This is an optimization exercise on Yosys and OpenROAD, whose aim is small area, not a production implementation.
In this exercise RTL edits were held to simulation tests only and were not proved equivalent to the original.

==> design/flow/run.sh <==
#!/bin/bash
# synth_recipe.tcl (not shown) runs the flow's synth.tcl, then flattens the netlist and writes it again
# the make line also repeats each setting of config.mk as NAME=value (left out here)
make -C /OpenROAD-flow-scripts/flow DESIGN_CONFIG=/design/flow/config.mk WORK_HOME=/design/flow/orfs CLKGATE_MAP_FILE= SYNTH_SCRIPT=/design/flow/synth_recipe.tcl finish
==> design/flow/config.mk <==
export PLATFORM = sky130hd
export DESIGN_NAME = ERM16_microprocessor
export DESIGN_NICKNAME = ERM16_microprocessor
export VERILOG_FILES = /design/flow/design.v
export SDC_FILE = /design/flow/constraint.sdc
export NUM_CORES = 4
export LEC_CHECK = 0
export CAP_MARGIN = 20
export CORE_MARGIN = 2
export CORE_UTILIZATION = 40
export SLEW_MARGIN = 20
==> design/flow/constraint.sdc <==
create_clock -name core_clock -period 30.0 [get_ports {clk}]
set_input_delay 6.0000 -clock core_clock [delete_from_list [all_inputs] [get_ports {clk}]]
set_output_delay 6.0000 -clock core_clock [all_outputs]
set_load 0.01 [all_outputs]
==> design/flow/design.v <==
module muxflags (input logic [5:0] DI, input logic [2:0] sel, output logic DO);
  always_comb begin
    case (sel)
      3'd0: DO = DI[0];
      3'd1: DO = DI[1];
      3'd3: DO = DI[3];
      3'd4: DO = DI[4];
      3'd5: DO = DI[5];
      default: DO = 1'b0;
    endcase
  end
endmodule
module reg_file (input logic clk, rst, input logic [2:0] RA1, RA2, WA3, input logic WE3,
                 input logic [15:0] WD3, output logic [15:0] RD1, RD2);
  logic [15:0] sram [0:7];
  logic [15:0] wd;
  logic [7:0]  en, s1, s2;
  assign wd = WD3 & {16{~rst}};
  always_comb begin
    for (int i = 0; i < 8; i++) begin
      en[i] = rst | (WE3 & (WA3 == 3'(i)));
      s1[i] = (RA1 == 3'(i));
      s2[i] = (RA2 == 3'(i));
    end
  end
  always_ff @(posedge clk) begin
    for (int i = 0; i < 8; i++)
      if (en[i]) sram[i] <= wd;
  end
  always_comb begin
    RD1 = 16'h0;
    RD2 = 16'h0;
    for (int i = 0; i < 8; i++) begin
      RD1 = RD1 | (sram[i] & {16{s1[i]}});
      RD2 = RD2 | (sram[i] & {16{s2[i]}});
    end
  end
endmodule
module alu16 (input logic [15:0] a, b, input logic [4:0] func, input logic f3in,
              output logic [5:0] flagsout, output logic [15:0] y);
  logic sub;
  logic [16:0] sum;
  assign sub = (func == 5'd1);
  assign sum = {1'b0, a} + {1'b0, b ^ {16{sub}}} + {16'b0, f3in ^ sub};
  logic [16:0] prod;
  mul17 u_mul(.a(a), .b(b), .p(prod));
  logic [15:0] quo, rem;
  divmod16 u_div(.a(a), .b(b), .q(quo), .r(rem));
  logic [16:0] shl;
  logic [15:0] shr;
  assign shl = {1'b0, a} << b;
  assign shr = a >> b;
  logic cmp_eq, cmp_lt;
  assign cmp_lt = (a[15:1] == 15'd0);
  assign cmp_eq = (a[15:2] == 14'd0) & a[1] & ~a[0];
  always_comb begin
    flagsout = 6'b0;
    y = 16'b0;
    case (func)
      5'd0, 5'd1: begin y = sum[15:0]; flagsout[4] = sum[16] ^ sub; end
      5'd2:  begin y = prod[15:0]; flagsout[4] = prod[16]; end
      5'd3:  y = quo;
      5'd4:  y = rem;
      5'd5:  y = ~b;
      5'd6:  y = a | b;
      5'd7:  y = a & b;
      5'd8:  y = ~(a | b);
      5'd9:  y = ~(a & b);
      5'd10: y = a ^ b;
      5'd11: y = ~(a ^ b);
      5'd12: y = {b[7:0], b[15:8]};
      5'd13: begin y = shl[15:0]; flagsout[3] = shl[16]; end
      5'd14, 5'd15: y = shr;
      5'd17: begin flagsout[5] = cmp_eq; flagsout[0] = cmp_lt; flagsout[1] = ~cmp_eq & ~cmp_lt; end
      default: ;
    endcase
  end
endmodule
module mul17 (input logic [15:0] a, b, output logic [16:0] p);
  logic [16:0] s, c, pp, ns, nc;
  always_comb begin
    s = {1'b0, a & {16{b[0]}}};
    c = 17'd0;
    for (int j = 1; j < 16; j++) begin
      pp = ({1'b0, a} << j) & {17{b[j]}};
      for (int k = 0; k < 17; k++) begin
        ns[k] = s[k] ^ c[k] ^ pp[k];
        nc[k] = (s[k] & c[k]) | (s[k] & pp[k]) | (c[k] & pp[k]);
      end
      s = ns;
      c = {nc[15:0], 1'b0};
    end
  end
  assign p = s + c;
endmodule
module divmod16 (input logic [15:0] a, b, output logic [15:0] q, r);
  logic [16:0] hz;
  always_comb begin
    hz[16] = 1'b1;
    for (int k = 15; k >= 0; k--) hz[k] = hz[k+1] & ~b[k];
  end
  genvar i;
  generate for (i = 15; i >= 0; i--) begin : row
    localparam int W = 16 - i;
    logic [W-1:0] s, rr;
    logic [W:0] d;
    if (W == 1) begin : f
      assign s = a[i];
    end else begin : n
      assign s = {row[i+1].rr[W-2:0], a[i]};
    end
    assign d = {1'b0, s} - {1'b0, b[W-1:0]};
    assign q[i] = hz[W] & ~d[W];
    assign rr = q[i] ? d[W-1:0] : s;
  end endgenerate
  assign r = row[0].rr;
endmodule
module control_unit (
  input  logic [6:0] opcode, input logic clk, state_flag_bit, init,
  output logic wrmem, ioe, intreq, we3, rst, hlt, wrpc, pcen, prefix, jump, ch, ret, wrflags, seladdr,
  output logic [2:0] jsel, output logic [4:0] func, output logic [2:0] stwr,
  output logic spc_a, output logic [1:0] spc_b);
  typedef enum logic [5:0] {LDW = 6'b0,STW,MOV,HLT,RST,INT,IN,OUT,CH,RET,
    ADD,SUB,MUL,DIV,MVN,OR,AND,ORN,ANDN,EOR,EON,LSL,LSR,ASR,REV,
    J,JZ,JNZ,JC,JNC,JO,JNO,JP,JNP,JG,JL,JNG,JNL,CMP,MOD} instr;
  localparam logic [4:0] ADD_OP=0, SUB_OP=1, MUL_OP=2, DIV_OP=3, MOD_OP=4, MVN_OP=5, OR_OP=6, AND_OP=7,
    ORN_OP=8, ANDN_OP=9, EOR_OP=10, EON_OP=11, REV_OP=12, LSL_OP=13, LSR_OP=14, ASR_OP=15, NOP_OP=16, CMP_OP=17;
  instr command;
  logic ext;
  logic [2:0] state;
  assign {command, ext} = opcode;
  assign pcen = wrpc & ~(state == 3'd3 && command == HLT);
  always_ff @(posedge clk, posedge init) begin
    if (init) begin
      func <= NOP_OP; wrmem <= 0; ioe <= 0; intreq <= 0; stwr <= 0; we3 <= 0; rst <= 1; wrpc <= 0;
      prefix <= 0; jump <= 0; ch <= 0; hlt <= 0; ret <= 0; spc_a <= 0; spc_b <= 0; wrflags <= 0;
      jsel <= 0; seladdr <= 0; state <= 0;
    end else begin
      if (!hlt) state <= state + 3'd1;
      case (state)
        3'd0: begin
          func <= NOP_OP; wrmem <= 0; ioe <= 0; intreq <= 0; stwr <= 0; we3 <= 0; rst <= 0; wrpc <= 0;
          prefix <= 0; jump <= 0; ch <= 0; hlt <= 0; ret <= 0; spc_a <= 0; spc_b <= 0; wrflags <= 0;
          jsel <= 0; seladdr <= 0;
        end
        3'd1: begin
          spc_a <= 1; spc_b <= 2; func <= ADD_OP;
        end
        3'd2: wrpc <= 1;
        3'd3: begin
          case (command)
            LDW, STW, IN, OUT, INT: begin seladdr <= 1; wrpc <= 0; func <= NOP_OP; end
            MOV: begin func <= NOP_OP; wrpc <= 0; we3 <= 1; stwr <= ext ? 3'd1 : 3'd2; state <= 0; end
            RST: begin rst <= 1; state <= 0; end
            HLT: begin hlt <= 1; wrpc <= 0; state <= 7; end
            CH:  begin wrpc <= 0; ch <= 1; prefix <= ext; jump <= 1; stwr <= 0; end
            RET: begin wrpc <= 0; func <= NOP_OP; ret <= 1; prefix <= 0; jump <= 1; end
            CMP: begin spc_a <= 0; func <= CMP_OP; wrflags <= 1; wrpc <= 0; state <= 0; end
            ADD, SUB, MUL, DIV, MOD, MVN, OR, AND, ANDN, ORN, EOR, EON, REV, LSL, LSR, ASR: begin
              spc_a <= 0; wrflags <= 1; wrpc <= 0; stwr <= 0; we3 <= 1; state <= 0; spc_b <= {1'b0, ext};
              case (command)
                ADD: func <= ADD_OP;   SUB: func <= SUB_OP;   MUL: func <= MUL_OP;   DIV: func <= DIV_OP;
                MOD: func <= MOD_OP;   MVN: func <= MVN_OP;   OR:  func <= OR_OP;    AND: func <= AND_OP;
                ANDN: func <= ANDN_OP; ORN: func <= ORN_OP;   EOR: func <= EOR_OP;   EON: func <= EON_OP;
                REV: func <= REV_OP;   LSL: func <= LSL_OP;   LSR: func <= LSR_OP;   default: func <= ASR_OP;
              endcase
            end
            J, JZ, JNZ, JC, JNC, JO, JNO, JP, JNP, JG, JL, JNG, JNL: begin
              prefix <= ext; jump <= 1; func <= NOP_OP; wrpc <= 0;
              case (command)
                JZ, JNZ: jsel <= 5;
                JC, JNC: jsel <= 3;
                JO, JNO: jsel <= 4;
                JP, JNP: jsel <= 2;
                JG, JNG: jsel <= 1;
                default: jsel <= 0;
              endcase
            end
            default: begin wrpc <= 0; state <= 0; end
          endcase
        end
        3'd4: begin
          case (command)
            LDW: begin stwr <= 4; we3 <= 1; seladdr <= 0; state <= 0; end
            STW: begin wrmem <= 1; state <= 0; end
            IN:  ioe <= 1;
            OUT: begin ioe <= 1; state <= 0; end
            INT: begin intreq <= 1; state <= 0; end
            CH:  begin we3 <= 1; ch <= 0; end
            RET, J: begin wrpc <= 1; state <= 0; end
            JZ, JC, JO, JP, JG, JL: begin wrpc <= state_flag_bit; state <= 0; end
            JNZ, JNC, JNO, JNP, JNG, JNL: begin wrpc <= ~state_flag_bit; state <= 0; end
            default: ;
          endcase
        end
        3'd5: begin
          if (command == CH) begin wrpc <= 1; state <= 0; end
          else if (command == IN) begin stwr <= 4; we3 <= 1; state <= 0; end
        end
        default: ;
      endcase
    end
  end
endmodule
module ERM16_microprocessor (input logic init,clk,input logic [15:0] DI,output logic [15:0] ADDR_BUS,DO,output logic wrmem,ioe,intreq);
  logic we3, rst, hlt, wrpc, pcen, prefix, jump, ch, ret, wrflags, seladdr, spc_a, flagbit;
  logic [1:0] spc_b;
  logic [2:0] stwr;
  logic [4:0] func;
  logic [6:0]  q_ir;
  logic [8:0]  q_op;
  logic [15:0] RD1, RD2, a, b, imm, PC, A_ALU, B_ALU, y, WD3;
  logic [2:0]  A1, A3;
  logic [5:0]  flags, flags_in;
  always_ff @(posedge clk) begin
    q_ir <= DI[15:9];
    q_op <= DI[8:0];
  end
  assign imm = {{10{q_op[5]}}, q_op[5:0]};
  assign A1  = ret ? 3'b111 : q_op[8:6];
  assign A3  = ch  ? 3'b111 : q_op[8:6];
  always_comb begin
    case (stwr)
      3'd1:    WD3 = imm;
      3'd2:    WD3 = b;
      3'd4:    WD3 = DI;
      default: WD3 = y;
    endcase
  end
  reg_file regfile(.clk(clk), .rst(rst), .RA1(A1), .RA2(q_op[5:3]), .WA3(A3), .WE3(we3), .WD3(WD3), .RD1(RD1), .RD2(RD2));
  always_ff @(posedge clk) begin
    if (rst) a <= 16'h0; else if (!hlt) a <= RD1;
    b <= RD2;
  end
  assign A_ALU = spc_a ? PC : a;
  always_comb begin
    case (spc_b)
      2'd0:    B_ALU = b;
      2'd1:    B_ALU = imm;
      default: B_ALU = 16'd2;
    endcase
  end
  alu16 ALU(.a(A_ALU), .b(B_ALU), .func(func), .f3in(flags[3]), .flagsout(flags_in), .y(y));
  always_ff @(posedge clk) begin
    if (rst) flags <= 6'h0; else if (wrflags) flags <= flags_in;
  end
  muxflags mux_Jcc(.DI(flags), .sel(jsel), .DO(flagbit));
  logic [2:0] jsel;
  always_ff @(posedge clk) begin
    if (rst) PC <= 16'h0;
    else if (pcen) PC <= jump ? (prefix ? imm : a) : y;
  end
  always_ff @(posedge clk) begin
    if (rst) ADDR_BUS <= 16'h0; else ADDR_BUS <= seladdr ? b : PC;
    if (rst) DO <= 16'h0; else if (!hlt) DO <= a;
  end
  control_unit cb(.opcode(q_ir), .clk(clk), .state_flag_bit(flagbit), .init(init),
    .wrmem(wrmem), .ioe(ioe), .intreq(intreq), .we3(we3), .rst(rst), .hlt(hlt), .wrpc(wrpc), .pcen(pcen),
    .prefix(prefix), .jump(jump), .ch(ch), .ret(ret), .wrflags(wrflags), .seladdr(seladdr),
    .jsel(jsel), .func(func), .stwr(stwr), .spc_a(spc_a), .spc_b(spc_b));
endmodule
==> out/results.ini, run 1 <==
[floorplanning]
num_rows = 96
io-pin-count = 53
initial_core_util = 0.405
fp.dieArea_um2 = 71700
core-area_um2 = 68700
die_y_um = 268
die_width_um = 268

[job]
maxCapViolCount = 0

[worst_setup_path]
critPathLaunchType = register
slowest_delay_ns = 0.65
r2r_setup_slack_ns = 1.76
slowest_stage = a31oi_1
crit_path_frequent_cell = ha_1
worstSetupEndpointType = register
worstPathRequired_ns = 30.25
criticalPathCategory = register to register
path_max_fanout = 26
r2r_cells = 115
arrival_ns = 28.49
reg2reg_from = cb.spc_b[0]$_DFFE_PP0P_
reg2reg_to = regfile.sram[6][7]$_DFFE_PP_

[timing]
finalCritPeriodShare = 0.941
rsz0062_at_grt = false
slew_headroom = 0.154
period_needed_ns = 28.24
tns_ns = 0
fin_skew_ns = 0.0156
tightest_slew_ns = 1.24
finalSetupViolations = 0
layout_setup_ws_ns = 1.76
hold_violations = 0
slew_viol_final = 0
max_freq_mhz = 35.4

[clocking]
clkTransAtPathRegs_ns = 0.06
clockBufferDepth = 3
cts_buffers = 25
clock_latency_ns = 0.56
root_buffer = clkbuf_16
h-tree-depth = 1
cts_tree = built
cts_sinks = 263

[global_route]
grt-ovfl-total = 0
grt_usage = 0.299
antenna_found_initial = 2
grt_pass1_wl_um = 163000
grt_max_degree = 54
grt_pass1_vias = 25800

[logic_synthesis]
ys_ff_latch = 263
synth_top_area_share = 0.138
synth_ff_type = edfxtp_1
synthArstFlopShare = 0.114
syn_nets = 3589
ys_warn_count = 8
syn-mean-instance-area_um2 = 8.63
synth_edf_count = 128
yosys.cell_types.count = 112
synthTopCellsByCount = nand2_1 (292), nor2_1 (281), ha_1 (224), a21oi_1 (213), o21ai_0 (183)
syn_inst = 3225
synth_area_um2 = 27800
synth_top_cell_by_area = edfxtp_1
yosysMostFrequentCell = nand2_1
yosys-top-cells-area = edfxtp_1 (14%), ha_1 (10%), fa_1 (8.8%), dfxtp_1 (7.6%), mux2i_1 (4.1%)
ys_seq_area_frac = 0.241

[cells_and_area]
area_delta_synth_final_pct = 11.5
drive_gt1_frac = 0.102
finalNonFillerCells = 4215
fin_nets = 3629
antenna_cells = 0
fin_area_um2 = 31000
nFillCells = 6851

[placed_design]
dp_cells = 4162
place.gp.congestion = 1.01
place_area_um2 = 29900
place_hpwl_um = 80000
io_buffers = 52
place_ws_ns = 0.0138

[drt]
routed-wl-met3_um = 10300
ant_nets = 0
post_drt_via_cell_ratio = 6.34
drt-met1-wl_um = 45400
firstDrtPassIters = 6
top_layer = met5
wl_met2_um = 47100
wl_per_cell_um = 25.9
route.detailed.drc = 0
num_vias = 26700
first_iter_violations = 3187
finalWirelength_um = 109000

[worst_hold_path]
holdPathEnd = cb.func[2]$_DFFE_PP0P_
hold_class = register to register
min_path_cells = 1

[outcome]
status = no timing/DRC/antenna violations

[metal layers]
| metal | global-route usage | up-vias |
|---|---|---|
| met5 | 0 | - |
| met4 | 0.150 | 4 |
| met3 | 0.0428 | 330 |
| met2 | 0.462 | 1461 |
| met1 | 0.410 | 12900 |
| li1 | - | 12000 |
[worst max-delay path by stage]
stage	from	endpoint	slack, ns	cells past startpoint
floorplan	cb.spc_b[0]$_DFFE_PP0P_	regfile.sram[0][2]$_DFFE_PP_	0.82	123
detailed placement	cb.spc_b[0]$_DFFE_PP0P_	regfile.sram[7][4]$_DFFE_PP_	0.01	116
global placement	cb.spc_b[0]$_DFFE_PP0P_	regfile.sram[2][2]$_DFFE_PP_	0.28	115
global route	cb.spc_b[0]$_DFFE_PP0P_	regfile.sram[5][8]$_DFFE_PP_	0.03	119
CTS	cb.spc_b[0]$_DFFE_PP0P_	regfile.sram[7][0]$_DFFE_PP_	0.14	118
finish	cb.spc_b[0]$_DFFE_PP0P_	regfile.sram[6][7]$_DFFE_PP_	1.76	115
[cell families (layout without fill, tap and decap cells)]
kind of cell | after synthesis | after routing | share of synthesized area
buf+inv | 320 | 379 | 0.0441
flops | 263 | 263 | 0.241
xor+xnor | 150 | 150 | 0.0472
simple gates | 986 | 986 | 0.168
compound gates | 991 | 991 | 0.244
mux | 169 | 169 | 0.0682
fa+ha+maj | 346 | 346 | 0.188
[timing repair]
| action | in CTS | in global routing |
|---|---|---|
| endpoints found under the setup margin | 16 | 144 |
| pin swaps | 0 | 5 |
| gates resized for setup | 2 | 49 |
| hold buffers | 0 | 0 |
| setup buffers | 0 | 6 |
[layout make-up]
type	count	area (um2)	area share
Tap cell	931	1160	0.0375
Sequential cell	263	6710	0.216
Inverter	161	604	0.0195
Timing Repair Buffer	172	1430	0.0461
Clock inverter	15	181	0.00585
Clock buffer	31	668	0.0215
Multi-Input combinational cell	2642	20300	0.653
[flip-flops by register name (all words and copies together), names as in the netlist, 2 cells and up, named ones only]
| register | count |
|---|---|
| flags | 5 |
| a | 16 |
| q_ir | 7 |
| cb.func | 5 |
| b | 16 |
| regfile.sram | 128 |
| cb.jsel | 3 |
| cb.state | 3 |
| q_op | 9 |
| PC | 16 |
| cb.stwr | 3 |
| ADDR_BUS | 16 |
| DO | 16 |
| cb.spc_b | 2 |
[critical path: cells and delay by family (launching register included)]
kind	cells	cell delay, ns
compound gates	53	12.05
flops	1	0.62
fa+ha+maj	16	5.47
buf+inv	11	1.84
mux	6	2.10
simple gates	29	5.77
[cells in the final DEF (no fill, tap or decap), drive strengths merged, types with 57 or more instances in the layout]
| cell | synthesis | final |
|---|---|---|
| mux2i | 114 | 114 |
| nand3 | 57 | 57 |
| a21oi | 214 | 214 |
| nor2 | 283 | 283 |
| nand2 | 293 | 293 |
| edfxtp | 128 | 128 |
| a31oi | 57 | 57 |
| xnor2 | 107 | 107 |
| dfxtp | 105 | 105 |
| buf | 40 | 120 |
| o21ai | 196 | 196 |
| nor3 | 97 | 97 |
| ha | 224 | 224 |
| inv | 151 | 153 |
| fa | 122 | 122 |
[through the flow]
step / hold slack (ns) / util
after global routing: 0.485 / 0.452
after CTS: 0.451 / 0.448
after global placement: 0.430 / 0.435
after floorplan: 0.427 / -
after detailed placement: 0.436 / 0.435
final: 0.448 / 0.452
==> run 2: changes to the inputs <==
--- a/design/flow/design.v
+++ b/design/flow/design.v
@@ -39,41 +39,52 @@
 module alu16 (input logic [15:0] a, b, input logic [4:0] func, input logic f3in,
               output logic [5:0] flagsout, output logic [15:0] y);
-  logic sub;
+  logic is_logic, is_as, is_sub, is_mul, is_div, is_mod, is_rev, is_lsl, is_lsr, is_cmp;
+  assign is_logic = func[4];
+  assign is_as  = (func[4:1] == 4'b0000);
+  assign is_sub = is_as & func[0];
+  assign is_mul = (func == 5'b00010);
+  assign is_div = (func == 5'b00011);
+  assign is_mod = (func == 5'b00100);
+  assign is_rev = (func == 5'b00101);
+  assign is_lsl = (func == 5'b00110);
+  assign is_lsr = (func == 5'b00111);
+  assign is_cmp = (func == 5'b01000);
   logic [16:0] sum;
-  assign sub = (func == 5'd1);
-  assign sum = {1'b0, a} + {1'b0, b ^ {16{sub}}} + {16'b0, f3in ^ sub};
+  assign sum = {1'b0, a} + {1'b0, b ^ {16{func[0]}}} + {16'b0, f3in ^ func[0]};
   logic [16:0] prod;
   mul17 u_mul(.a(a), .b(b), .p(prod));
   logic [15:0] quo, rem;
   divmod16 u_div(.a(a), .b(b), .q(quo), .r(rem));
-  logic [16:0] shl;
-  logic [15:0] shr;
-  assign shl = {1'b0, a} << b;
-  assign shr = a >> b;
+  logic [15:0] lg;
+  always_comb
+    for (int i = 0; i < 16; i++) lg[i] = func[{a[i], b[i]}];
+  logic [16:0] sx, sz;
+  always_comb begin
+    for (int i = 0; i < 17; i++) sx[i] = is_lsl ? (i == 0 ? 1'b0 : a[16-i]) : (i == 16 ? 1'b0 : a[i]);
+    sz = (b[15:5] != 11'd0) ? 17'd0 : (sx >> b[4:0]);
+  end
+  logic [15:0] shl, shr;
+  always_comb
+    for (int i = 0; i < 16; i++) begin
+      shl[i] = sz[16-i];
+      shr[i] = sz[i];
+    end
   logic cmp_eq, cmp_lt;
   assign cmp_lt = (a[15:1] == 15'd0);
   assign cmp_eq = (a[15:2] == 14'd0) & a[1] & ~a[0];
-  always_comb begin
-    flagsout = 6'b0;
-    y = 16'b0;
-    case (func)
-      5'd0, 5'd1: begin y = sum[15:0]; flagsout[4] = sum[16] ^ sub; end
-      5'd2:  begin y = prod[15:0]; flagsout[4] = prod[16]; end
-      5'd3:  y = quo;
-      5'd4:  y = rem;
-      5'd5:  y = ~b;
-      5'd6:  y = a | b;
-      5'd7:  y = a & b;
-      5'd8:  y = ~(a | b);
-      5'd9:  y = ~(a & b);
-      5'd10: y = a ^ b;
-      5'd11: y = ~(a ^ b);
-      5'd12: y = {b[7:0], b[15:8]};
-      5'd13: begin y = shl[15:0]; flagsout[3] = shl[16]; end
-      5'd14, 5'd15: y = shr;
-      5'd17: begin flagsout[5] = cmp_eq; flagsout[0] = cmp_lt; flagsout[1] = ~cmp_eq & ~cmp_lt; end
-      default: ;
-    endcase
-  end
+  assign y = ({16{is_logic}} & lg)
+           | ({16{is_as}}    & sum[15:0])
+           | ({16{is_mul}}   & prod[15:0])
+           | ({16{is_div}}   & quo)
+           | ({16{is_mod}}   & rem)
+           | ({16{is_rev}}   & {b[7:0], b[15:8]})
+           | ({16{is_lsl}}   & shl)
+           | ({16{is_lsr}}   & shr);
+  assign flagsout[5] = is_cmp & cmp_eq;
+  assign flagsout[4] = (is_as & (sum[16] ^ func[0])) | (is_mul & prod[16]);
+  assign flagsout[3] = is_lsl & sz[0];
+  assign flagsout[2] = 1'b0;
+  assign flagsout[1] = is_cmp & ~cmp_eq & ~cmp_lt;
+  assign flagsout[0] = is_cmp & cmp_lt;
 endmodule
 module mul17 (input logic [15:0] a, b, output logic [16:0] p);
@@ -124,6 +135,8 @@
     ADD,SUB,MUL,DIV,MVN,OR,AND,ORN,ANDN,EOR,EON,LSL,LSR,ASR,REV,
     J,JZ,JNZ,JC,JNC,JO,JNO,JP,JNP,JG,JL,JNG,JNL,CMP,MOD} instr;
-  localparam logic [4:0] ADD_OP=0, SUB_OP=1, MUL_OP=2, DIV_OP=3, MOD_OP=4, MVN_OP=5, OR_OP=6, AND_OP=7,
-    ORN_OP=8, ANDN_OP=9, EOR_OP=10, EON_OP=11, REV_OP=12, LSL_OP=13, LSR_OP=14, ASR_OP=15, NOP_OP=16, CMP_OP=17;
+  localparam logic [4:0] ADD_OP=5'b00000, SUB_OP=5'b00001, MUL_OP=5'b00010, DIV_OP=5'b00011, MOD_OP=5'b00100,
+    REV_OP=5'b00101, LSL_OP=5'b00110, LSR_OP=5'b00111, ASR_OP=5'b00111, CMP_OP=5'b01000,
+    MVN_OP=5'b10101, OR_OP=5'b11110, AND_OP=5'b11000, ORN_OP=5'b10001, ANDN_OP=5'b10111,
+    EOR_OP=5'b10110, EON_OP=5'b11001, NOP_OP=5'b10000;
   instr command;
   logic ext;
--- a/design/flow/config.mk
+++ b/design/flow/config.mk
@@ -6,4 +6,5 @@
 export NUM_CORES = 4
 export LEC_CHECK = 0
+export ABC_AREA = 1
 export CAP_MARGIN = 20
 export CORE_MARGIN = 2
==> out/results.ini, run 2 <==
[logic_synthesis]
synth_top_family_by_area = simple AND/OR/NAND/NOR gates
synth_xor_area_frac = 0.0400
syn-mean-instance-area_um2 = 7.61
synthArstFlopShare = 0.114
syn_inst = 3306
muxShareOfSynthArea = 0.00169
synthAdderAreaFrac = 0.193
synthSimpleGateAreaFrac = 0.207
syn_nets = 3639
synth_top_cell_by_area = edfxtp_1
ys_seq_area_frac = 0.267
synthTopCellsByCount = nand2_1 (664), inv_1 (433), a21oi_1 (253), o21ai_0 (240), nor2_1 (238)
synth_area_um2 = 25200
synth_edf_count = 128
ys_ff_latch = 264
yosys.cell_types.count = 70
ys_warn_count = 8
yosys-top-cells-area = edfxtp_1 (15%), nand2_1 (9.9%), fa_1 (9.7%), ha_1 (9.6%), dfxtp_1 (8.4%)
synth_compound_area_frac = 0.204
synth_top_area_share = 0.153
yosysMostFrequentCell = nand2_1
synth_ff_type = edfxtp_1

[worst_setup_path]
worstPathRequired_ns = 30.27
crit_path_frequent_cell = nand2_1
slowest_stage = fa_1
slowest_delay_ns = 0.46
arrival_ns = 27.77
worstSetupEndpointType = register
path_max_fanout = 21
criticalPathCategory = register to register
critPathLaunchType = register

[cells_and_area]
area_delta_synth_final_pct = 13.4
post-route-util = 0.461
fin_nets = 3746
finalNonFillerCells = 4270
regMostFlops = regfile.sram
final_cell_mix = nand2_1 (659), inv_1 (429), a21oi_1 (244), nor2_1 (233), o21ai_0 (200)
final_common_cell = nand2_1
drive_gt1_frac = 0.114
antenna_cells = 0
largest_register_ffs = 128
nFillCells = 6271
fin_area_um2 = 28500

[timing]
max_freq_mhz = 36.4
period_needed_ns = 27.50
fin_skew_ns = 0.0242
slew_viol_final = 0
hold_ws_ns = 0.458
slew_headroom = 0.250
tns_ns = 0
finalCritPeriodShare = 0.917
finalSetupViolations = 0
tightest_slew_ns = 1.10
hold_violations = 0

[global_route]
grt_usage = 0.274
grt_max_degree = 49
gr-usage-met3 = 0.0404
antenna_found_initial = 0
grtUsageMet1 = 0.366
busiest_layer = met2
grt_pass1_vias = 22700
grt-ovfl-total = 0
use_met2 = 0.440
grt_pass1_wl_um = 136000

[clocking]
root_buffer = clkbuf_16
cts_sinks = 264
clock_latency_ns = 0.55
clockBufferDepth = 3
clkTransAtPathRegs_ns = 0.07
h-tree-depth = 1
cts_buffers = 26
cts_hold_buffers = 0
cts_tree = built

[floorplanning]
io-pin-count = 53
num_rows = 91
initial_core_util = 0.406
die_y_um = 255
fp.dieArea_um2 = 64900
core-area_um2 = 61900
die_width_um = 255

[worst_hold_path]
hold_class = register to register

[drt]
route.detailed.drc = 0
num_vias = 24000
first_iter_violations = 2695
firstDrtPassIters = 6
post_drt_via_cell_ratio = 5.63
wl_per_cell_um = 21.1
ant_nets = 0
finalWirelength_um = 90100

[placed_design]
io_buffers = 52
dp_cells = 4175
place_area_um2 = 27000
place.gp.congestion = 0.995
place_hpwl_um = 67100

[job]
maxCapViolCount = 0

[outcome]
status = no timing/DRC/antenna violations

-- run 2: layout make-up --
cell class | instances | area [um2] | share of cell area
repair inverters | 2 | 15.0 | 0.000526
repair buffers | 190 | 1580 | 0.0554
multi-input cells | 2473 | 16600 | 0.581
well taps | 837 | 1050 | 0.0367
inverters | 456 | 1730 | 0.0605
clock buffers | 40 | 778 | 0.0273
flip-flops and latches | 264 | 6720 | 0.235
clock inverters | 8 | 82.6 | 0.00289
-- run 2: worst paths after layout --
path	startpoint	depth (start not counted)	slack, ns	end
worst max-delay path	cb.spc_b[0]$_DFFE_PP0P_	194	2.50	regfile.sram[6][7]$_DFFE_PP_
worst min-delay path	register	2	0.46	cb.func[3]$_DFFE_PP0P_
worst max register to register	cb.spc_b[0]$_DFFE_PP0P_	194	2.50	regfile.sram[6][7]$_DFFE_PP_
worst min register to register	register	2	0.46	cb.func[3]$_DFFE_PP0P_
max in group asynchronous	init	3	23.83	cb.func[4]$_DFFE_PP1P_
min in group asynchronous	init	3	5.83	cb.intreq$_DFFE_PP0P_
-- run 2: what timing repair did --
| action | in CTS | in global routing |
|---|---|---|
| pin swaps | 0 | 33 |
| setup buffers | 0 | 40 |
| setup endpoints to repair | 134 | 144 |
| gates resized for setup | 8 | 88 |
| gates cloned | 1 | 6 |
-- run 2: worst max-delay path, delay by kind of cell, from the launching register on --
family,cells,cell delay [ns]
flops,1,0.42
buf+inv,23,2.76
compound gates,83,12.05
simple gates,73,6.56
fa+ha+maj,15,5.40
-- run 2: cells by family (layout without fill, tap and decap cells) --
kind of cell	Yosys count	in the layout
AOI/OAI and AO/OA	835	836
xor gates and xnor gates	115	115
adders and majority gates	315	315
buffers and inverters	574	696
DFF	264	264
muxes	3	3
and+or+nand+nor	1200	1204
-- run 2: metrics by stage --
step           setup WS, ns
5_1_grt              -0.126
3_3_place_gp         -0.295
3_5_place_dp         -0.958
2_1_floorplan          2.71
4_1_cts              0.0120
6_report               2.50
-- run 2: routing by layer --
| metal | wire [um] | vias up |
|---|---|---|
| met5 | 0 | - |
| met4 | 4610 | 0 |
| met3 | 7350 | 244 |
| met2 | 40400 | 1078 |
| met1 | 37700 | 11300 |
| li1 | - | 11400 |
==> run 3: changes to the inputs <==
--- a/design/flow/design.v
+++ b/design/flow/design.v
@@ -52,8 +52,4 @@
   logic [16:0] sum;
   assign sum = {1'b0, a} + {1'b0, b ^ {16{func[0]}}} + {16'b0, f3in ^ func[0]};
-  logic [16:0] prod;
-  mul17 u_mul(.a(a), .b(b), .p(prod));
-  logic [15:0] quo, rem;
-  divmod16 u_div(.a(a), .b(b), .q(quo), .r(rem));
   logic [15:0] lg;
   always_comb
@@ -75,12 +71,9 @@
   assign y = ({16{is_logic}} & lg)
            | ({16{is_as}}    & sum[15:0])
-           | ({16{is_mul}}   & prod[15:0])
-           | ({16{is_div}}   & quo)
-           | ({16{is_mod}}   & rem)
            | ({16{is_rev}}   & {b[7:0], b[15:8]})
            | ({16{is_lsl}}   & shl)
            | ({16{is_lsr}}   & shr);
   assign flagsout[5] = is_cmp & cmp_eq;
-  assign flagsout[4] = (is_as & (sum[16] ^ func[0])) | (is_mul & prod[16]);
+  assign flagsout[4] = is_as & (sum[16] ^ func[0]);
   assign flagsout[3] = is_lsl & sz[0];
   assign flagsout[2] = 1'b0;
@@ -88,42 +81,40 @@
   assign flagsout[0] = is_cmp & cmp_lt;
 endmodule
-module mul17 (input logic [15:0] a, b, output logic [16:0] p);
-  logic [16:0] s, c, pp, ns, nc;
-  always_comb begin
-    s = {1'b0, a & {16{b[0]}}};
-    c = 17'd0;
-    for (int j = 1; j < 16; j++) begin
-      pp = ({1'b0, a} << j) & {17{b[j]}};
-      for (int k = 0; k < 17; k++) begin
-        ns[k] = s[k] ^ c[k] ^ pp[k];
-        nc[k] = (s[k] & c[k]) | (s[k] & pp[k]) | (c[k] & pp[k]);
-      end
-      s = ns;
-      c = {nc[15:0], 1'b0};
-    end
-  end
-  assign p = s + c;
-endmodule
-module divmod16 (input logic [15:0] a, b, output logic [15:0] q, r);
-  logic [16:0] hz;
+module mdu_rows #(parameter int TLO = 0, THI = 15) (
+  input  logic [TLO:0] rin, input logic [15-TLO:15-THI] abit, input logic [15:0] b, input logic mul,
+  output logic [15-TLO:15-THI] q, output logic [THI+1:0] rout);
+  logic [16:0] hz;    
   always_comb begin
     hz[16] = 1'b1;
     for (int k = 15; k >= 0; k--) hz[k] = hz[k+1] & ~b[k];
   end
-  genvar i;
-  generate for (i = 15; i >= 0; i--) begin : row
-    localparam int W = 16 - i;
-    logic [W-1:0] s, rr;
-    logic [W:0] d;
-    if (W == 1) begin : f
-      assign s = a[i];
+  genvar t, k;
+  generate for (t = TLO; t <= THI; t++) begin : row
+    logic [t+1:0] s, yv, sm, r;
+    logic [t+2:0] c;
+    logic sel;
+    assign s[0] = ~mul & abit[15-t];
+    if (t == TLO) begin : f
+      assign s[t+1:1] = rin;
     end else begin : n
-      assign s = {row[i+1].rr[W-2:0], a[i]};
-    end
-    assign d = {1'b0, s} - {1'b0, b[W-1:0]};
-    assign q[i] = hz[W] & ~d[W];
-    assign rr = q[i] ? d[W-1:0] : s;
+      assign s[t+1:1] = row[t-1].r;
+    end
+    for (k = 0; k <= t + 1; k++) begin : bitk
+      if (k < 16) begin : lo
+        assign yv[k] = mul ? (abit[15-t] & b[k]) : ~b[k];
+      end else begin : hi
+        assign yv[k] = ~mul;
+      end
+    end
+    assign c[0] = ~mul;
+    for (k = 0; k <= t + 1; k++) begin : add
+      assign sm[k] = s[k] ^ yv[k] ^ c[k];
+      assign c[k+1] = (s[k] & yv[k]) | (s[k] & c[k]) | (yv[k] & c[k]);
+    end
+    assign q[15-t] = hz[t+1] & c[t+1];
+    assign sel = mul | q[15-t];
+    assign r = sel ? sm : s;
   end endgenerate
-  assign r = row[0].rr;
+  assign rout = row[THI].r;
 endmodule
 module control_unit (
@@ -241,8 +232,37 @@
     endcase
   end
-  reg_file regfile(.clk(clk), .rst(rst), .RA1(A1), .RA2(q_op[5:3]), .WA3(A3), .WE3(we3), .WD3(WD3), .RD1(RD1), .RD2(RD2));
-  always_ff @(posedge clk) begin
-    if (rst) a <= 16'h0; else if (!hlt) a <= RD1;
-    b <= RD2;
+  logic md_e, mul_e;
+  assign md_e  = (func == 5'b00010) | (func == 5'b00011) | (func == 5'b00100);
+  assign mul_e = (func == 5'b00010);
+  logic [15:8] q1;  logic [8:0]  r1o;
+  logic [7:3]  q2;  logic [13:0] r2o;
+  logic [2:0]  q3;  logic [16:0] r3o;
+  logic v1, v2, m1, m2, dv1, dv2, a_stale;
+  logic [2:0] d1, d2;
+  logic [8:0]  r1;
+  logic [13:0] r2;
+  logic [15:0] x1, x2, mdres;
+  mdu_rows #(0, 7)   mdu1(.rin(1'b0), .abit(A_ALU[15:8]), .b(B_ALU), .mul(mul_e), .q(q1), .rout(r1o));
+  mdu_rows #(8, 12)  mdu2(.rin(r1), .abit(x1[7:3]), .b(b), .mul(m1), .q(q2), .rout(r2o));
+  mdu_rows #(13, 15) mdu3(.rin(r2), .abit(x2[2:0]), .b(b), .mul(m2), .q(q3), .rout(r3o));
+  always_ff @(posedge clk) begin
+    v1 <= md_e; m1 <= mul_e; dv1 <= (func == 5'b00011); d1 <= A3;
+    r1 <= r1o; x1 <= {q1, A_ALU[7:0]};
+    v2 <= v1 & ~rst; m2 <= m1; dv2 <= dv1; d2 <= d1;
+    r2 <= r2o; x2 <= {x1[15:8], q2, x1[2:0]};
+    a_stale <= (A1 == d1);
+  end
+  assign mdres = (dv2 & ~m2) ? {x2[15:3], q3} : r3o[15:0];
+  logic fwd1, rf_we;
+  logic [2:0] rf_wa;
+  logic [15:0] rf_wd;
+  assign fwd1  = v2 & (A1 == d2);
+  assign rf_we = (we3 & ~md_e) | v2;
+  assign rf_wa = v2 ? d2 : A3;
+  assign rf_wd = v2 ? mdres : WD3;
+  reg_file regfile(.clk(clk), .rst(rst), .RA1(A1), .RA2(q_op[5:3]), .WA3(rf_wa), .WE3(rf_we), .WD3(rf_wd), .RD1(RD1), .RD2(RD2));
+  always_ff @(posedge clk) begin
+    if (rst) a <= 16'h0; else if (!hlt) a <= fwd1 ? mdres : RD1;
+    b <= (md_e | v1) ? B_ALU : RD2;
   end
   assign A_ALU = spc_a ? PC : a;
@@ -256,5 +276,7 @@
   alu16 ALU(.a(A_ALU), .b(B_ALU), .func(func), .f3in(flags[3]), .flagsout(flags_in), .y(y));
   always_ff @(posedge clk) begin
-    if (rst) flags <= 6'h0; else if (wrflags) flags <= flags_in;
+    if (rst) flags <= 6'h0;
+    else if (wrflags) flags <= flags_in;
+    else if (v2 & m2) flags[4] <= r3o[16];
   end
   muxflags mux_Jcc(.DI(flags), .sel(jsel), .DO(flagbit));
@@ -266,5 +288,5 @@
   always_ff @(posedge clk) begin
     if (rst) ADDR_BUS <= 16'h0; else ADDR_BUS <= seladdr ? b : PC;
-    if (rst) DO <= 16'h0; else if (!hlt) DO <= a;
+    if (rst) DO <= 16'h0; else if (!hlt) DO <= (v2 & a_stale) ? mdres : a;
   end
   control_unit cb(.opcode(q_ir), .clk(clk), .state_flag_bit(flagbit), .init(init),
==> out/results.ini, run 3 <==
[outcome]
status = no timing/DRC/antenna violations

[floorplanning]
num_rows = 88
die_width_um = 245
initial_core_util = 0.404
core-area_um2 = 57600
fp.dieArea_um2 = 60100
die_y_um = 245
io-pin-count = 53

[cells_and_area]
antenna_cells = 0
nFillCells = 5749
final_common_cell = nand2_1
seqCellArea_um2 = 8080
drive_gt1_frac = 0.0636
fin_nets = 3264
area_delta_synth_final_pct = 11.4
multi_input_area_um2 = 13300
final_cell_mix = nand2_1 (771), o21ai_0 (345), inv_1 (343), a21oi_1 (217), nor2_1 (206)
regMostFlops = regfile.sram
largest_register_ffs = 128

[worst_setup_path]
crit_path_frequent_cell = fa_1
arrival_ns = 25.26
critPathLaunchType = register
worstPathRequired_ns = 30.43
path_delay_family = adder cells
slowest_delay_ns = 0.63
criticalPathCategory = register to register
reg2reg_from = m1$_DFF_P_
r2r_setup_slack_ns = 5.17
slowest_stage = inv_1
r2r_cells = 78
crit_buf_inv = 9
worstSetupEndpointType = register
reg2reg_to = r2[3]$_DFF_P_
path_max_fanout = 59

[logic_synthesis]
yosys.cell_types.count = 68
syn-mean-instance-area_um2 = 7.53
ys_warn_count = 9
synth_edf_count = 128
yosysMostFrequentCell = nand2_1
synthArstFlopShare = 0.0904
synth_top_area_share = 0.165
synth_ff_type = dfxtp_1
yosys-top-cells-area = edfxtp_1 (17%), dfxtp_1 (15%), nand2_1 (12%), fa_1 (10%), o21ai_0 (7.6%)
synthTopCellsByCount = nand2_1 (771), o21ai_0 (353), inv_1 (344), a21oi_1 (217), nor2_1 (208)
synth_top_cell_by_area = edfxtp_1
syn_nets = 3254
ys_ff_latch = 332
synth_area_um2 = 23300
ys_seq_area_frac = 0.347
syn_inst = 3090

[clocking]
cts_hold_buffers = 0
clock_latency_ns = 0.60
cts_tree = built
h-tree-depth = 2
cts-resized-gates = 0
root_buffer = clkbuf_16
cts_sinks = 332
post-cts-setup-buffer-count = 0
clockBufferDepth = 3
cts_buffers = 38
clkTransAtPathRegs_ns = 0.05

[timing]
tns_ns = 0
hold_ws_ns = 0.322
finalSetupViolations = 0
period_needed_ns = 24.83
slew_viol_final = 0
finalCritPeriodShare = 0.828
hold_violations = 0
slew_headroom = 0.246
rsz0062_at_grt = false
fin_skew_ns = 0.0468
max_freq_mhz = 40.3
tightest_slew_ns = 1.13

[drt]
num_vias = 22800
firstDrtPassIters = 7
route.detailed.drc = 0
post_drt_via_cell_ratio = 5.85
ant_nets = 0
first_iter_violations = 2614
wl_per_cell_um = 23.6
finalWirelength_um = 92000

[worst_hold_path]
holdPathEnd = x2[9]$_DFF_P_
hp-start = x1[9]$_DFF_P_
min_path_cells = 0
hold_class = register to register

[global_route]
antenna_found_initial = 2
grt_max_degree = 65
grt_pass1_wl_um = 138000
grt_usage = 0.306
grt_pass1_vias = 21900
grt-ovfl-total = 0

[placed_design]
place.gp.congestion = 0.952
io_buffers = 52
place_hpwl_um = 68800

[job]
maxCapViolCount = 0

run 3: cell type report:
cell class | instances | share of cell area
timing repair buffer | 101 | 0.0343
multi-input combinational | 2261 | 0.513
clock inverter | 23 | 0.0110
clock buffer | 47 | 0.0399
tap | 765 | 0.0369
sequential | 332 | 0.312
inverter | 366 | 0.0531
run 3: worst max-delay path by stage:
| stage | startpoint | endpoint | slack, ns | cells past startpoint |
|---|---|---|---|---|
| floorplan | m1$_DFF_P_ | r2[13]$_DFF_P_ | 7.33 | 78 |
| global placement | m1$_DFF_P_ | r2[5]$_DFF_P_ | 5.69 | 78 |
| detailed placement | m1$_DFF_P_ | r2[5]$_DFF_P_ | 5.32 | 78 |
| CTS | m1$_DFF_P_ | r2[5]$_DFF_P_ | 5.25 | 78 |
| global route | m1$_DFF_P_ | r2[6]$_DFF_P_ | 3.90 | 78 |
| finish | m1$_DFF_P_ | r2[3]$_DFF_P_ | 5.17 | 78 |
run 3: cell families after synthesis:
logic type / share of synthesized area
simple gates: 0.215
mux: 0.0181
fa+ha+maj: 0.117
compound gates: 0.201
flops: 0.347
buf+inv: 0.0824
xor+xnor: 0.0188
run 3: metrics by stage:
step	utilization	std cells	worst slack [ns]	area, um2
2_1_floorplan	-	3090	7.33	23300
3_3_place_gp	0.427	3825	5.69	24600
3_5_place_dp	0.427	3825	5.32	24600
4_1_cts	0.450	3895	5.25	25900
5_1_grt	0.450	3895	3.90	25900
6_report	0.450	3895	5.17	25900
run 3: layer usage:
layer,wire [um],global-route usage
met5,7,0
met4,4740,0.146
met2,40700,0.478
met3,8510,0.0529
met1,38000,0.410
run 3: worst register-to-register path: cells and delay by family (launching register included):
kind	cells	cell delay [ns]
adder cells (fa/ha/maj)	48	18.92
flip-flops	1	0.29
multiplexers	1	0.28
buffers and inverters	9	1.64
AND/OR/NAND/NOR	14	2.54
AO/OA/AOI/OAI	6	1.04

## re-timing with driven ports
No port has a modelled driver above. Below, the same layouts with a new extraction and two added sets of constraints. Step 1 assumes that a clkbuf_16 drives the clock port and a buf_2 every other input. Step 2 also shifts input and output timing later by t, the mid clock arrival at the registers, as if the neighbouring blocks saw the same clock. Slacks: no drivers / after step 1 / after step 2; pairs: no drivers / after step 1.
run	shift t [ns]	slack for setup (ns)	clock arrival spread, ns
run 1	0.608	1.755 / 1.755 / 1.755	0.016 / 0.016
run 2	0.597	2.503 / 2.503 / 2.503	0.024 / 0.024
run 3	0.633	5.165 / 5.165 / 5.165	0.047 / 0.047
After both steps setup and hold are still met in every run listed.
